Background: an optimization exercise with open tools, aiming at small area and a short achievable clock period. Do not read the settings as production practice. RTL that was checked went through simulation tests only; none was proved equivalent to the original.

==> inputs of v13 <==
## mult_top
module mult_top(
    input clk,
    input  [15:0] x,
    input  [15:0] y,
    output [31:0] p_out
    );
Settings: LEC_CHECK=0, CAP_MARGIN=20, CORE_MARGIN=2, CORE_UTILIZATION=60, SETUP_SLACK_MARGIN=1.75, SLEW_MARGIN=20; clock period 5.0 ns.
standard.sh (not shown) runs the stock make flow with config.mk's settings and CLKGATE_MAP_FILE= SYNTH_SCRIPT=/design/flow/synth_recipe.tcl, a recipe that flattens the netlist after the stock synthesis.
==> flow/flow/run.sh <==
#!/bin/bash
# The standard layout; the only change is the port buffer cell (buf_1 instead of the default).
set -euo pipefail
export BUFFER_PORTS_ARGS="-buffer_cell sky130_fd_sc_hd__buf_1"
bash standard.sh > standard.log 2>&1
==> inputs of v26, as changes to v13 <==
--- a/flow/design.v
+++ b/flow/design.v
@@ -202,37 +202,15 @@
     wire q118 = (b2_13&q81)|(b2_13&q80)|(q81&q80);
     wire q119 = b1_16^b2_14^q82;
     wire q120 = (b1_16&b2_14)|(b1_16&q82)|(b2_14&q82);
     wire q121 = 1'b1^b2_15;
     wire q122 = 1'b1&b2_15;
     wire [31:0] ra = {1'b1,b2_16,q121,q119,q117,q115,q113,q111,q109,q107,q105,q103,q101,q99,q97,q95,q93,q91,q89,q87,q85,q83,ob[9],ob[8],ob[7],ob[6],ob[5],ob[4],ob[3],ob[2],ob[1],ob[0]};
     wire [31:0] rb = {1'b0,q122,q120,q118,q116,q114,q112,q110,q108,q106,q104,q102,q100,q98,q96,q94,q92,q90,q88,q86,q84,b0_0,1'b0,1'b0,1'b0,1'b0,1'b0,1'b0,1'b0,1'b0,1'b0,1'b0};
-    wire [16:0] lo = ra[15:0] + rb[15:0];
-    wire [15:0] gg = ra[31:16] & rb[31:16];    
-    wire [15:0] pp = ra[31:16] ^ rb[31:16];    
-    reg [15:0] r2lo; reg r2c; reg [15:0] r2g, r2p;
+    wire [14:0] lo = ra[13:0] + rb[13:0];
+    reg [13:0] r2lo; reg r2c; reg [17:0] r2a, r2b;
     always @(posedge clk) begin
-        r2lo <= lo[15:0]; r2c <= lo[16]; r2g <= gg; r2p <= pp;
+        r2lo <= lo[13:0]; r2c <= lo[14]; r2a <= ra[31:14]; r2b <= rb[31:14];
     end
-    wire [15:0] cy;
-    ks16 pfx(.g({r2g[14:0], r2c}), .p({r2p[14:0], 1'b0}), .c(cy));
-    assign p_out = {r2p ^ cy, r2lo};
+    wire [18:0] h3 = {r2a, 1'b1} + {r2b, r2c};
+    assign p_out = {h3[18:1], r2lo};
 endmodule
-module ks16(input [15:0] g, input [15:0] p, output [15:0] c);
-    wire [15:0] gl [0:4];
-    wire [15:0] pl [0:4];
-    assign gl[0] = g;
-    assign pl[0] = p;
-    genvar l, i;
-    generate for (l = 0; l < 4; l = l + 1) begin : lv
-        for (i = 0; i < 16; i = i + 1) begin : bt
-            if (i >= (1 << l)) begin : op
-                assign gl[l+1][i] = gl[l][i] | (pl[l][i] & gl[l][i - (1 << l)]);
-                assign pl[l+1][i] = pl[l][i] & pl[l][i - (1 << l)];
-            end else begin : pass
-                assign gl[l+1][i] = gl[l][i];
-                assign pl[l+1][i] = pl[l][i];
-            end
-        end
-    end endgenerate
-    assign c = gl[4];
-endmodule
- SETUP_SLACK_MARGIN: 1.75 -> 1.6
==> inputs of v17, as changes to v13 <==
--- a/flow/design.v
+++ b/flow/design.v
@@ -203,36 +203,16 @@
     wire q119 = b1_16^b2_14^q82;
     wire q120 = (b1_16&b2_14)|(b1_16&q82)|(b2_14&q82);
     wire q121 = 1'b1^b2_15;
     wire q122 = 1'b1&b2_15;
     wire [31:0] ra = {1'b1,b2_16,q121,q119,q117,q115,q113,q111,q109,q107,q105,q103,q101,q99,q97,q95,q93,q91,q89,q87,q85,q83,ob[9],ob[8],ob[7],ob[6],ob[5],ob[4],ob[3],ob[2],ob[1],ob[0]};
     wire [31:0] rb = {1'b0,q122,q120,q118,q116,q114,q112,q110,q108,q106,q104,q102,q100,q98,q96,q94,q92,q90,q88,q86,q84,b0_0,1'b0,1'b0,1'b0,1'b0,1'b0,1'b0,1'b0,1'b0,1'b0,1'b0};
     wire [16:0] lo = ra[15:0] + rb[15:0];
-    wire [15:0] gg = ra[31:16] & rb[31:16];    
-    wire [15:0] pp = ra[31:16] ^ rb[31:16];    
-    reg [15:0] r2lo; reg r2c; reg [15:0] r2g, r2p;
+    wire [8:0] mid = ra[23:16] + rb[23:16];
+    reg [15:0] r2lo; reg [7:0] r2mid; reg r2c; reg [7:0] r2a, r2b; reg r2mc;
     always @(posedge clk) begin
-        r2lo <= lo[15:0]; r2c <= lo[16]; r2g <= gg; r2p <= pp;
+        r2lo <= lo[15:0]; r2mid <= mid[7:0]; r2c <= lo[16]; r2a <= ra[31:24]; r2b <= rb[31:24]; r2mc <= mid[8];
     end
-    wire [15:0] cy;
-    ks16 pfx(.g({r2g[14:0], r2c}), .p({r2p[14:0], 1'b0}), .c(cy));
-    assign p_out = {r2p ^ cy, r2lo};
+    wire [8:0] m3 = r2mid + {{7{1'b0}}, r2c};
+    wire [7:0] h3 = r2a + r2b + (m3[8] | r2mc);    
+    assign p_out = {h3, m3[7:0], r2lo};
 endmodule
-module ks16(input [15:0] g, input [15:0] p, output [15:0] c);
-    wire [15:0] gl [0:4];
-    wire [15:0] pl [0:4];
-    assign gl[0] = g;
-    assign pl[0] = p;
-    genvar l, i;
-    generate for (l = 0; l < 4; l = l + 1) begin : lv
-        for (i = 0; i < 16; i = i + 1) begin : bt
-            if (i >= (1 << l)) begin : op
-                assign gl[l+1][i] = gl[l][i] | (pl[l][i] & gl[l][i - (1 << l)]);
-                assign pl[l+1][i] = pl[l][i] & pl[l][i - (1 << l)];
-            end else begin : pass
-                assign gl[l+1][i] = gl[l][i];
-                assign pl[l+1][i] = pl[l][i];
-            end
-        end
-    end endgenerate
-    assign c = gl[4];
-endmodule
- CORE_UTILIZATION: 60 -> 40
- SETUP_SLACK_MARGIN: 1.75 -> 0.5
==> summary.txt <==
Outcome
  • Run status: finished clean

Worst setup path
  • Setup crit start: sx
  • Reg-to-Reg End: r2mid[6]
  • R2R cell count: 16
  • Critical-path cell list: xor2_1 -> a22oi_1 -> nand2_1 -> fa_1 -> inv_1 -> fa_1 -> fa_1 -> inv_1 -> ha_1 -> inv_1 -> fa_1 -> nor2b_1 -> o21ai_1 -> a21oi_1 -> a211oi_1 -> xnor2_1

Placement
  • DP HPWL: 10.2 mm

Yosys
  • Synth Instances: 641
  • Top cells by count, synth: 81 x dfxtp_1, 64 x a22oi_1, 59 x inv_1, 57 x xnor2_1, 46 x fa_1
  • Largest family of logic cells by synthesized area: adder cells

Final layout
  • FF/Latch Area: 1620 µm²
  • # fillers: 1453
  • Most frequent cells in the layout: 81 x dfxtp_1, 64 x a22oi_1, 64 x buf_1

Floorplan
  • Die ar.: 15900 µm²

Global routing
  • Met2 Use GR: 28.8%
-- figures above: v17

==> summary.txt <==
Outcome
  • Run status: finished clean

Final layout
  • Signal buffers: 80
  • FF/Latch Area: 1800 µm²
  • Final core utilization: 67.1%
  • Most frequent cells in the layout: 81 x inv_1, 63 x buf_1, 62 x dfxtp_1

Worst setup path
  • CP startpoint kind: flip-flop
  • Critical-path cell list: buf_4 -> a221o_1 -> a221o_1 -> fa_2 -> fa_1 -> inv_1 -> fa_1 -> inv_1 -> ha_1
  • R2R cell count: 9
  • Setup crit start: h8
  • Reg-to-Reg End: r2p[2]

Yosys
  • Synth Instances: 705
  • Largest family of logic cells by synthesized area: compound AO/OA/AOI/OAI gates
  • Top cells by count, synth: 88 x dfxtp_1, 82 x inv_1, 54 x a22oi_1, 50 x xnor2_1, 43 x fa_1
  • XOR/XNOR share of the synthesized area: 11.5%

STA
  • Setup TNS: 0 ns
  • Worst-Margin Slew: 0.891 ns

Global routing
  • Met2 Use GR: 46.1%

Placement
  • DP HPWL: 11.1 mm
-- figures above: v13

==> summary.txt <==
Outcome
  • Run status: finished clean

Placement
  • DP HPWL: 11.4 mm

Final layout
  • FF/Latch Area: 1810 µm²
  • # fillers: 924
  • Most frequent cells in the layout: 84 x inv_1, 84 x dfxtp_1, 61 x buf_1

Yosys
  • Top cells by count, synth: 90 x dfxtp_1, 85 x inv_1, 55 x xnor2_1, 53 x a22oi_1, 52 x clkbuf_1
  • Largest family of logic cells by synthesized area: compound AO/OA/AOI/OAI gates

Worst setup path
  • Critical-path cell list: inv_2 -> fa_2 -> nand2b_4 -> a211oi_4 -> buf_4 -> o211ai_1 -> mux2i_1 -> nand2_1 -> buf_2
  • R2R cell count: 8
  • Setup crit start: r2b[0]

Global routing
  • Met2 Use GR: 44.6%
-- figures above: v26

For v13 and v26, only the layout was checked, not whether the RTL still works.

## port drivers added, routing unchanged
The results above use ideal ports. As a check the final layouts listed here were re-extracted and re-timed, cells and wires unchanged. Step 1 assumes that a clkbuf_16 drives the clock port and a buf_2 every other input. Step 2 times the ports against the registers' clock, not the clock port: input delays grow and output delays shrink by t, the midpoint of the rising clock arrivals with the driver on. Slacks: ideal / step 1 / step 2; pairs: ideal / step 1.
run | shift t [ns] | slack for setup (ns) | worst setup path at the end | latest minus earliest clock arrival (ns) | pins driven straight from the clock port
v13 | 0.409 | 1.877 / 1.877 / 1.877 | register to register | 0.016 / 0.016 | 1
v26 | 0.404 | 1.693 / 1.657 / 1.932 | register to register | 0.011 / 0.011 | 1
v17 | 0.383 | 0.815 / 0.800 / 0.815 | register to register | 0.009 / 0.009 | 1
After both steps every run listed still meets setup and hold.
